Context: an optimization exercise on an open-source flow, tuned for small area, a short achievable clock period and few clock cycles per item. The choices shown serve that exercise and are no tape-out recipe. RTL that was checked went through simulation tests only; none was proved equivalent to the original.

Setup of red:
// bubbleSort
module bubbleSort #(
    parameter SIZE_DATA = 16,
    parameter NUM_VALS  = 8
)(
    input  logic                         i_clk,
    input  logic                         i_rst_n,
    input  logic                         i_start,
    input  logic [NUM_VALS-1:0][SIZE_DATA-1:0]    i_data,
    output logic [NUM_VALS-1:0][SIZE_DATA-1:0]    o_data,
    output logic                         o_done
);
Settings: LEC_CHECK=0, ABC_AREA=1, CAP_MARGIN=50, CORE_MARGIN=2, CORE_UTILIZATION=40, SLEW_MARGIN=50; clock period 15.0 ns.
standard.sh (not shown) runs the stock make flow with config.mk's settings and CLKGATE_MAP_FILE= SYNTH_SCRIPT=/design/flow/synth_recipe.tcl, a recipe that flattens the netlist after the stock synthesis.
==> flow/flow/run.sh <==
#!/bin/bash
# Layout flow: the standard ORFS flow (standard.sh) with these changes:
#  - synthesis: if flow/cells_map.v exists, the design's gate-level leaf
#    modules (bs_*) are mapped onto the sky130hd cells of the same function
#    before the rest of synth_recipe.tcl runs; the remaining logic is mapped
#    with flow/abc.script instead of ORFS's abc_area.script. The register
#    mapping is unchanged.
#  - the make variables in flow/make_vars.txt (one VAR=value per line) are
#    added to the make command line, e.g. a larger SETUP_SLACK_MARGIN so
#    repair_timing sizes and buffers the critical paths.
# Each tool's log stays in orfs/logs/; the make output goes to standard_custom.log.
set -euo pipefail
HERE=$(pwd)
cp "$FLOW_HOME/scripts/synth.tcl" synth_abc.tcl
sed -i "s|^source \$::env(SCRIPTS_DIR)/synth_preamble.tcl|&\nset abc_args [lreplace \$abc_args 1 1 $HERE/flow/abc.script]|" synth_abc.tcl
if [[ -f flow/cells_map.v ]]; then
  sed -i "0,/^hierarchy -check -top \$::env(DESIGN_NAME)/s||&\ntechmap -map $HERE/flow/cells_map.v|" synth_abc.tcl
fi
sed "s|\$::env(SCRIPTS_DIR)/synth.tcl|$HERE/synth_abc.tcl|" synth_recipe.tcl > synth_recipe_abc.tcl
EXTRA=""
while IFS= read -r line; do
  [[ -z "$line" || "$line" == \#* ]] && continue
  EXTRA="$EXTRA '$line'"
done < flow/make_vars.txt
sed -e "s|SYNTH_SCRIPT=[^ ]*|SYNTH_SCRIPT=$HERE/synth_recipe_abc.tcl|" \
    -e "s|\"\${@:-finish}\"|$EXTRA &|" standard.sh > standard_custom.sh
bash standard_custom.sh "$@" > standard_custom.log 2>&1
==> flow/flow/make_vars.txt <==
SETUP_SLACK_MARGIN=10.8
BUFFER_PORTS_ARGS=-buffer_cell sky130_fd_sc_hd__buf_1
CTS_ARGS=-sink_clustering_enable -repair_clock_nets -dont_use_dummy_load -buf_list {sky130_fd_sc_hd__clkbuf_8} -sink_clustering_size 20 -sink_clustering_max_diameter 60
Other scripts of this flow, unchanged in this note and not shown: flow/flow/abc.script, flow/flow/cells_map.v
red closes out successfully: all stages finished, all timing, DRC and antenna checks passed.
Setup changes, red to blue
==> flow/flow/make_vars.txt <==
SETUP_SLACK_MARGIN=10.6
BUFFER_PORTS_ARGS=-buffer_cell sky130_fd_sc_hd__buf_1
CTS_ARGS=-sink_clustering_enable -repair_clock_nets -dont_use_dummy_load -buf_list {sky130_fd_sc_hd__clkbuf_8} -sink_clustering_size 20 -sink_clustering_max_diameter 60
Findings:
On met2 track utilization from global routing, red and blue are basically level. Utilization, red and blue, higher one = red. Via count: blue vs red — no meaningful difference.
No functional check of the RTL was part of any run of this note.

bubbleSort, a different RTL version from the one above (not shown whole).
Size: about 260 I/O pins.
export LEC_CHECK = 0
export ABC_AREA = 1
export CAP_MARGIN = 50
export CORE_MARGIN = 2
export CORE_UTILIZATION = 40
export SLEW_MARGIN = 50
create_clock -name core_clock -period 15.0 [get_ports {i_clk}]
==> flow/flow/make_vars.txt <==
SETUP_SLACK_MARGIN=10.8
BUFFER_PORTS_ARGS=-buffer_cell sky130_fd_sc_hd__buf_1
CTS_ARGS=-sink_clustering_enable -repair_clock_nets -dont_use_dummy_load -buf_list {sky130_fd_sc_hd__clkbuf_8} -sink_clustering_size 20 -sink_clustering_max_diameter 60
Scripts as last shown in full above: flow/flow/run.sh
Other scripts of this flow, unchanged in this note and not shown: flow/flow/abc.script, flow/flow/cells_map.v
The starting point produced a clean layout.
Then changed:
--- a/flow/flow/make_vars.txt
+++ b/flow/flow/make_vars.txt
@@ -1 +1 @@
-SETUP_SLACK_MARGIN=10.8
+SETUP_SLACK_MARGIN=10.6
Outcome: Cell count stays flat. Cell area falls by about 2%. Clock skew is about the same. Setup slack is worse by 0.067 ns. Via count falls by about 0.44%. Maximum frequency falls by 1.6%. Hold slack hardly moves.
No functional check of the RTL was part of any run of this note.

bubbleSort, a different RTL version from the one above (not shown whole).
For scale: ~2500 cells after synthesis, about 260 flip-flops, roughly 260 I/O pins, ~16000 sq um of cells after synthesis.
// bubbleSort
module bubbleSort #(
    parameter SIZE_DATA = 16,
    parameter NUM_VALS  = 8
)(
    input  logic                         i_clk,
    input  logic                         i_rst_n,
    input  logic                         i_start,
    input  logic [NUM_VALS-1:0][SIZE_DATA-1:0]    i_data,
    output logic [NUM_VALS-1:0][SIZE_DATA-1:0]    o_data,
    output logic                         o_done
);
export LEC_CHECK = 0
export ABC_AREA = 1
export CAP_MARGIN = 50
export CORE_MARGIN = 2
export CORE_UTILIZATION = 40
export SLEW_MARGIN = 50
create_clock -name core_clock -period 15.0 [get_ports {i_clk}]
==> flow/flow/make_vars.txt <==
SETUP_SLACK_MARGIN=10.6
BUFFER_PORTS_ARGS=-buffer_cell sky130_fd_sc_hd__buf_1
CTS_ARGS=-sink_clustering_enable -repair_clock_nets -dont_use_dummy_load -buf_list {sky130_fd_sc_hd__clkbuf_8} -sink_clustering_size 20 -sink_clustering_max_diameter 60
Scripts as last shown in full above: flow/flow/run.sh
Other scripts of this flow, unchanged in this note and not shown: flow/flow/abc.script, flow/flow/cells_map.v
Next try:
==> flow/flow/make_vars.txt (replaced) <==
SETUP_SLACK_MARGIN=10.8
BUFFER_PORTS_ARGS=-buffer_cell sky130_fd_sc_hd__buf_1
CTS_ARGS=-sink_clustering_enable -repair_clock_nets -dont_use_dummy_load -buf_list {sky130_fd_sc_hd__clkbuf_8} -sink_clustering_size 20 -sink_clustering_max_diameter 60
Outcome: Wire length falls by 5.8%; worst setup slack is worse by 44 ps; critical path depth falls by 1; first-iteration DRC count falls by 9.0%; final cell count hardly moves; synthesized area is unchanged.
No functional check of the RTL was part of any run of this note.

v42:
bubbleSort, a different RTL version from the one above (not shown whole).
For scale: ~3400 cells after synthesis, ~390 flip-flops, roughly 260 I/O pins.
make LEC_CHECK=0 ABC_AREA=1 CAP_MARGIN=50 CORE_MARGIN=2 CORE_UTILIZATION=40 SETUP_SLACK_MARGIN=1.0 SLEW_MARGIN=50 finish   # period 15.0 ns
run.sh (not shown) runs the stock make flow with config.mk's settings and CLKGATE_MAP_FILE= SYNTH_SCRIPT=/design/flow/synth_recipe.tcl, a recipe that flattens the netlist after the stock synthesis.
Stock flow here: none of the scripts above is used.
v42 finished all stages; the layout is clean.
Testbench counts of v42, summed over its fixed seeds: cycles 2,072, sets 2,048.
For v1, these inputs were changed with respect to v42:
==> flow/flow/run.sh (new file) <==
#!/bin/bash
# Standard ORFS layout, with repair_timing aiming at a larger setup margin.
set -euo pipefail
sed -e 's/SETUP_SLACK_MARGIN=[^ ]*/SETUP_SLACK_MARGIN=10/' standard.sh > standard_margin.sh
bash standard_margin.sh > standard_margin.log 2>&1
==> flow/standard.sh (new file) <==
#!/bin/bash
# synth_recipe.tcl (not shown) runs the flow's synth.tcl, then flattens the netlist and writes it again
# the make line also repeats each setting of config.mk as NAME=value (left out here)
make -C /OpenROAD-flow-scripts/flow DESIGN_CONFIG=/design/flow/config.mk WORK_HOME=/design/flow/orfs CLKGATE_MAP_FILE= SYNTH_SCRIPT=/design/flow/synth_recipe.tcl "${@:-finish}"
removed: flow/run.sh
==> run summary <==
- Summary of v1 over v42: total via count after detailed routing saw an increase, global routing usage summed across all routing layers rose by 0.61 points, sequential share of layout area went down by 2.3 points.
- Going from v42 to v1, the setup slack after layout was found to have gone up by 1.22 ns.
- Relative to v42, final cell utilization of the core has gone up in v1.
What v9 does differently from v1 at the input level:
- SETUP_SLACK_MARGIN no longer set, was 1.0
==> flow/flow/run.sh <==
#!/bin/bash
# Layout flow: the standard ORFS flow (standard.sh) with these changes:
#  - synthesis maps the logic with flow/abc.script instead of ORFS's
#    abc_area.script; everything else in synth_recipe.tcl, including the
#    register mapping, is unchanged;
#  - the make variables in flow/make_vars.txt (one VAR=value per line) are
#    added to the make command line, e.g. a larger SETUP_SLACK_MARGIN so
#    repair_timing sizes and buffers the critical paths.
# Each tool's log stays in orfs/logs/; the make output goes to standard_custom.log.
set -euo pipefail
HERE=$(pwd)
cp "$FLOW_HOME/scripts/synth.tcl" synth_abc.tcl
sed -i "s|^source \$::env(SCRIPTS_DIR)/synth_preamble.tcl|&\nset abc_args [lreplace \$abc_args 1 1 $HERE/flow/abc.script]|" synth_abc.tcl
sed "s|\$::env(SCRIPTS_DIR)/synth.tcl|$HERE/synth_abc.tcl|" synth_recipe.tcl > synth_recipe_abc.tcl
EXTRA=""
while IFS= read -r line; do
  [[ -z "$line" || "$line" == \#* ]] && continue
  EXTRA="$EXTRA '$line'"
done < flow/make_vars.txt
sed -e "s|SYNTH_SCRIPT=[^ ]*|SYNTH_SCRIPT=$HERE/synth_recipe_abc.tcl|" \
    -e "s|\"\${@:-finish}\"|$EXTRA &|" standard.sh > standard_custom.sh
bash standard_custom.sh > standard_custom.log 2>&1
==> flow/flow/abc.script (new file) <==
strash
dch
map -B 0.9
topo
stime -c
buffer -c
upsize -c
dnsize -c
==> flow/flow/make_vars.txt (new file) <==
SETUP_SLACK_MARGIN=11
BUFFER_PORTS_ARGS=-buffer_cell sky130_fd_sc_hd__buf_2
[summary]
Relative slew slack: v9 worse than v1
Changes observed in v9 relative to v1: via density per instance now larger, combined flip-flop and latch cell area now larger.
Input changes introduced in v12 (baseline for comparison: v9):
==> flow/flow/run.sh <==
#!/bin/bash
# Layout flow: the standard ORFS flow (standard.sh) with two changes:
#  - synthesis maps the logic with flow/abc.script (area-oriented mapping)
#    instead of ORFS's abc_area.script; everything else in synth_recipe.tcl,
#    including the register mapping, is unchanged;
#  - repair_timing aims at a larger setup margin (flow/margin.txt), so the
#    placer and CTS steps size and buffer the critical paths.
# Each tool's log stays in orfs/logs/; the make output goes to standard_custom.log.
set -euo pipefail
HERE=$(pwd)
MARGIN=$(cat flow/margin.txt)
cp "$FLOW_HOME/scripts/synth.tcl" synth_abc.tcl
sed -i "s|^source \$::env(SCRIPTS_DIR)/synth_preamble.tcl|&\nset abc_args [lreplace \$abc_args 1 1 $HERE/flow/abc.script]|" synth_abc.tcl
sed "s|\$::env(SCRIPTS_DIR)/synth.tcl|$HERE/synth_abc.tcl|" synth_recipe.tcl > synth_recipe_abc.tcl
sed -e "s/SETUP_SLACK_MARGIN=[^ ]*/SETUP_SLACK_MARGIN=$MARGIN/" \
    -e "s|SYNTH_SCRIPT=[^ ]*|SYNTH_SCRIPT=$HERE/synth_recipe_abc.tcl|" standard.sh > standard_custom.sh
bash standard_custom.sh > standard_custom.log 2>&1
==> flow/flow/abc.script <==
&get -n
&st
&dch
&nf -R 1000
&put
topo
stime -c
==> flow/flow/margin.txt (new file) <==
10
removed: flow/flow/make_vars.txt
Results
- Reported for v9 and v12, H-tree level count turned out identical to the last digit.
- v12 vs. v9: number of distinct library cell variants in the gate-level netlist after synthesis down 3, area of the core down 17%.
- Min final wirelength across v9 and v12: v12

Starting RTL as in the previous note.
Design bubbleSort, start of the top module:
module bubbleSort #(
    parameter SIZE_DATA = 16,
    parameter NUM_VALS  = 8
)(
    input  logic                         i_clk,
    input  logic                         i_rst_n,
    input  logic                         i_start,
    input  logic [NUM_VALS-1:0][SIZE_DATA-1:0]    i_data,
    output logic [NUM_VALS-1:0][SIZE_DATA-1:0]    o_data,
    output logic                         o_done
);
    function automatic logic gt(input logic [SIZE_DATA-1:0] a, input logic [SIZE_DATA-1:0] b);
        logic c;
        c = 1'b0;
        for (int i = 0; i < SIZE_DATA; i++)
            c = (a[i] & ~b[i]) | (a[i] & c) | (~b[i] & c);
        gt = c;
    endfunction
    logic [2:0] valid;
    always_ff @(posedge i_clk or negedge i_rst_n) begin
        if (!i_rst_n)
            valid <= '0;
        else
            valid <= {valid[1:0], i_start};
    end
    assign o_done = valid[2];
    logic s1_02;
    assign s1_02 = gt(i_data[0], i_data[2]);
    logic s1_13;
    assign s1_13 = gt(i_data[1], i_data[3]);
    logic s1_46;
    assign s1_46 = gt(i_data[4], i_data[6]);
    logic s1_57;
    assign s1_57 = gt(i_data[5], i_data[7]);
    logic [SIZE_DATA-1:0] r0_0;
    logic [SIZE_DATA-1:0] r0_1;
    logic [SIZE_DATA-1:0] r0_2;
    logic [SIZE_DATA-1:0] r0_3;
    logic [SIZE_DATA-1:0] r0_4;
  ...
Settings: LEC_CHECK=0, ABC_AREA=1, CAP_MARGIN=50, CORE_MARGIN=2, CORE_UTILIZATION=65, SLEW_MARGIN=50; clock period 15.0 ns.
standard.sh (not shown) runs the stock make flow with config.mk's settings and CLKGATE_MAP_FILE= SYNTH_SCRIPT=/design/flow/synth_recipe.tcl, a recipe that flattens the netlist after the stock synthesis.
==> flow/flow/run.sh <==
#!/bin/bash
# Layout flow: the standard ORFS flow (standard.sh) with these changes:
#  - synthesis maps the logic with flow/abc.script instead of ORFS's
#    abc_area.script; everything else in synth_recipe.tcl, including the
#    register mapping, is unchanged;
#  - the make variables in flow/make_vars.txt (one VAR=value per line) are
#    added to the make command line, e.g. a larger SETUP_SLACK_MARGIN so
#    repair_timing sizes and buffers the critical paths.
# Each tool's log stays in orfs/logs/; the make output goes to standard_custom.log.
set -euo pipefail
HERE=$(pwd)
cp "$FLOW_HOME/scripts/synth.tcl" synth_abc.tcl
sed -i "s|^source \$::env(SCRIPTS_DIR)/synth_preamble.tcl|&\nset abc_args [lreplace \$abc_args 1 1 $HERE/flow/abc.script]|" synth_abc.tcl
sed "s|\$::env(SCRIPTS_DIR)/synth.tcl|$HERE/synth_abc.tcl|" synth_recipe.tcl > synth_recipe_abc.tcl
EXTRA=""
while IFS= read -r line; do
  [[ -z "$line" || "$line" == \#* ]] && continue
  EXTRA="$EXTRA '$line'"
done < flow/make_vars.txt
sed -e "s|SYNTH_SCRIPT=[^ ]*|SYNTH_SCRIPT=$HERE/synth_recipe_abc.tcl|" \
    -e "s|\"\${@:-finish}\"|$EXTRA &|" standard.sh > standard_custom.sh
bash standard_custom.sh > standard_custom.log 2>&1
==> flow/flow/abc.script <==
strash
dch
map -B 0.9
topo
stime -c
buffer -c
upsize -c
dnsize -c
==> flow/flow/make_vars.txt <==
SETUP_SLACK_MARGIN=10
BUFFER_PORTS_ARGS=-buffer_cell sky130_fd_sc_hd__buf_2
Testbench counts at the start, summed over its fixed seeds: cycles 2,072, sets 2,048.
Next try:
==> flow/flow/run.sh (replaced) <==
#!/bin/bash
# Standard ORFS layout, with repair_timing aiming at a larger setup margin.
set -euo pipefail
sed -e 's/SETUP_SLACK_MARGIN=[^ ]*/SETUP_SLACK_MARGIN=8/' standard.sh > standard_margin.sh
bash standard_margin.sh > standard_margin.log 2>&1
Settings changed: CORE_UTILIZATION 65 to 40, SETUP_SLACK_MARGIN from default to 1.0.
removed: flow/flow/abc.script
removed: flow/flow/make_vars.txt
Outcome: The changed run passed the timing, design-rule and antenna checks. Final area is higher by 0.41%. Hold slack barely changes.
Next try:
==> flow/run.sh (new file) <==
#!/bin/bash
# synth_recipe.tcl (not shown) runs the flow's synth.tcl, then flattens the netlist and writes it again
# the make line also repeats each setting of config.mk as NAME=value (left out here)
make -C /OpenROAD-flow-scripts/flow DESIGN_CONFIG=/design/flow/config.mk WORK_HOME=/design/flow/orfs CLKGATE_MAP_FILE= SYNTH_SCRIPT=/design/flow/synth_recipe.tcl finish
Settings changed: CAP_MARGIN 50 to 20, SLEW_MARGIN 50 to 20.
removed: flow/flow/run.sh
removed: flow/standard.sh
After rerunning: The new run ran to the end with no violations. Die area is unchanged. Via count barely changes. Non-clock buffer count stays the same. Synthesized cell count stays the same. Fmax falls by about 14%.
Next try:
==> flow/flow/run.sh (new file) <==
#!/bin/bash
# Standard ORFS layout, with repair_timing aiming at a larger setup margin.
set -euo pipefail
sed -e 's/SETUP_SLACK_MARGIN=[^ ]*/SETUP_SLACK_MARGIN=10.5/' standard.sh > standard_margin.sh
bash standard_margin.sh > standard_margin.log 2>&1
==> flow/standard.sh (new file) <==
#!/bin/bash
# synth_recipe.tcl (not shown) runs the flow's synth.tcl, then flattens the netlist and writes it again
# the make line also repeats each setting of config.mk as NAME=value (left out here)
make -C /OpenROAD-flow-scripts/flow DESIGN_CONFIG=/design/flow/config.mk WORK_HOME=/design/flow/orfs CLKGATE_MAP_FILE= SYNTH_SCRIPT=/design/flow/synth_recipe.tcl "${@:-finish}"
Settings changed: CAP_MARGIN 20 to 50, SLEW_MARGIN 20 to 50.
removed: flow/run.sh
What happened: The new run ran to the end with no violations. First-iteration DRC count hardly moves.
Next try:
==> flow/flow/run.sh (replaced) <==
#!/bin/bash
# Layout flow: the standard ORFS flow (standard.sh) with these changes:
#  - synthesis maps the logic with flow/abc.script instead of ORFS's
#    abc_area.script; everything else in synth_recipe.tcl, including the
#    register mapping, is unchanged;
#  - the make variables in flow/make_vars.txt (one VAR=value per line) are
#    added to the make command line, e.g. a larger SETUP_SLACK_MARGIN so
#    repair_timing sizes and buffers the critical paths.
# Each tool's log stays in orfs/logs/; the make output goes to standard_custom.log.
set -euo pipefail
HERE=$(pwd)
cp "$FLOW_HOME/scripts/synth.tcl" synth_abc.tcl
sed -i "s|^source \$::env(SCRIPTS_DIR)/synth_preamble.tcl|&\nset abc_args [lreplace \$abc_args 1 1 $HERE/flow/abc.script]|" synth_abc.tcl
sed "s|\$::env(SCRIPTS_DIR)/synth.tcl|$HERE/synth_abc.tcl|" synth_recipe.tcl > synth_recipe_abc.tcl
EXTRA=""
while IFS= read -r line; do
  [[ -z "$line" || "$line" == \#* ]] && continue
  EXTRA="$EXTRA '$line'"
done < flow/make_vars.txt
sed -e "s|SYNTH_SCRIPT=[^ ]*|SYNTH_SCRIPT=$HERE/synth_recipe_abc.tcl|" \
    -e "s|\"\${@:-finish}\"|$EXTRA &|" standard.sh > standard_custom.sh
bash standard_custom.sh > standard_custom.log 2>&1
==> flow/flow/abc.script (new file) <==
strash
dch
map -B 0.9
topo
stime -c
buffer -c
upsize -c
dnsize -c
==> flow/flow/make_vars.txt (new file) <==
SETUP_SLACK_MARGIN=10
BUFFER_PORTS_ARGS=-buffer_cell sky130_fd_sc_hd__buf_2
CTS_ARGS=-sink_clustering_enable -repair_clock_nets -dont_use_dummy_load -buf_list {sky130_fd_sc_hd__clkbuf_4 sky130_fd_sc_hd__clkbuf_8}
Settings changed: SETUP_SLACK_MARGIN 1.0 to default.
What happened: Via count went down by 5.5%; wire length is lower by 10%; first-iteration DRC count fell by 9.5%; fmax falls by 2.1%.

-- afterwards: timing with drivers on the ports --
Ports are ideal in the flow. The routed layouts listed here were re-timed in OpenROAD.
Step 1, drivers: a clkbuf_16 drives i_clk and a buf_2 each remaining input, both assumed.
Step 2, shift: input delay + t, output delay - t, t = (earliest + latest rising clock arrival at the registers) / 2. This alone moves slack from input paths to output paths.
a / b / c = ideal ports / drivers / drivers and shift; a / b = the first two.
run | t, ns | setup slack, ns | worst hold slack (ns) | latest minus earliest clock arrival (ns)
red | 0.681 | 10.719 / 10.719 / 10.279 | 0.350 / 0.350 / 0.350 | 0.107 / 0.107
blue | 0.685 | 10.699 / 10.694 / 10.238 | 0.350 / 0.350 / 0.350 | 0.114 / 0.113
the first run of note 2 | 0.631 | 10.825 / 10.773 / 10.267 | 0.289 / 0.289 / 0.289 | 0.104 / 0.103
the second run of note 2 | 0.631 | 10.758 / 10.788 / 10.157 | 0.287 / 0.287 / 0.287 | 0.102 / 0.102
the first run of note 3 | 0.607 | 10.164 / 10.178 / 9.571 | 0.355 / 0.355 / 0.355 | 0.035 / 0.035
the second run of note 3 | 0.626 | 10.119 / 10.124 / 9.498 | 0.356 / 0.356 / 0.356 | 0.050 / 0.050
v42 | 0.628 | 8.815 / 8.815 / 8.815 | 0.314 / 0.314 / 0.314 | 0.036 / 0.036
v1 | 0.634 | 10.035 / 9.977 / 9.657 | 0.320 / 0.320 / 0.320 | 0.030 / 0.030
v9 | 0.631 | 10.140 / 10.140 / 9.966 | 0.319 / 0.319 / 0.319 | 0.025 / 0.024
v12 | 0.611 | 0.612 / 0.612 / 0.612 | 0.322 / 0.322 / 0.322 | 0.018 / 0.019
the first run of note 5 | 0.598 | 9.785 / 9.785 / 9.743 | 0.314 / 0.314 / 0.314 | 0.029 / 0.028
the second run of note 5 | 0.628 | 8.815 / 8.815 / 8.815 | 0.314 / 0.314 / 0.314 | 0.036 / 0.036
the third run of note 5 | 0.627 | 7.818 / 7.818 / 7.818 | 0.324 / 0.324 / 0.324 | 0.022 / 0.022
the fourth run of note 5 | 0.634 | 10.278 / 10.278 / 9.932 | 0.319 / 0.319 / 0.319 | 0.017 / 0.018
the fifth run of note 5 | 0.681 | 10.176 / 10.118 / 9.955 | 0.316 / 0.316 / 0.316 | 0.059 / 0.059
After both steps every run listed still meets setup and hold. For the second run of note 3, which loses most, drivers alone change the setup slack by +0.005 ns; drivers and shift together by -0.621 ns.
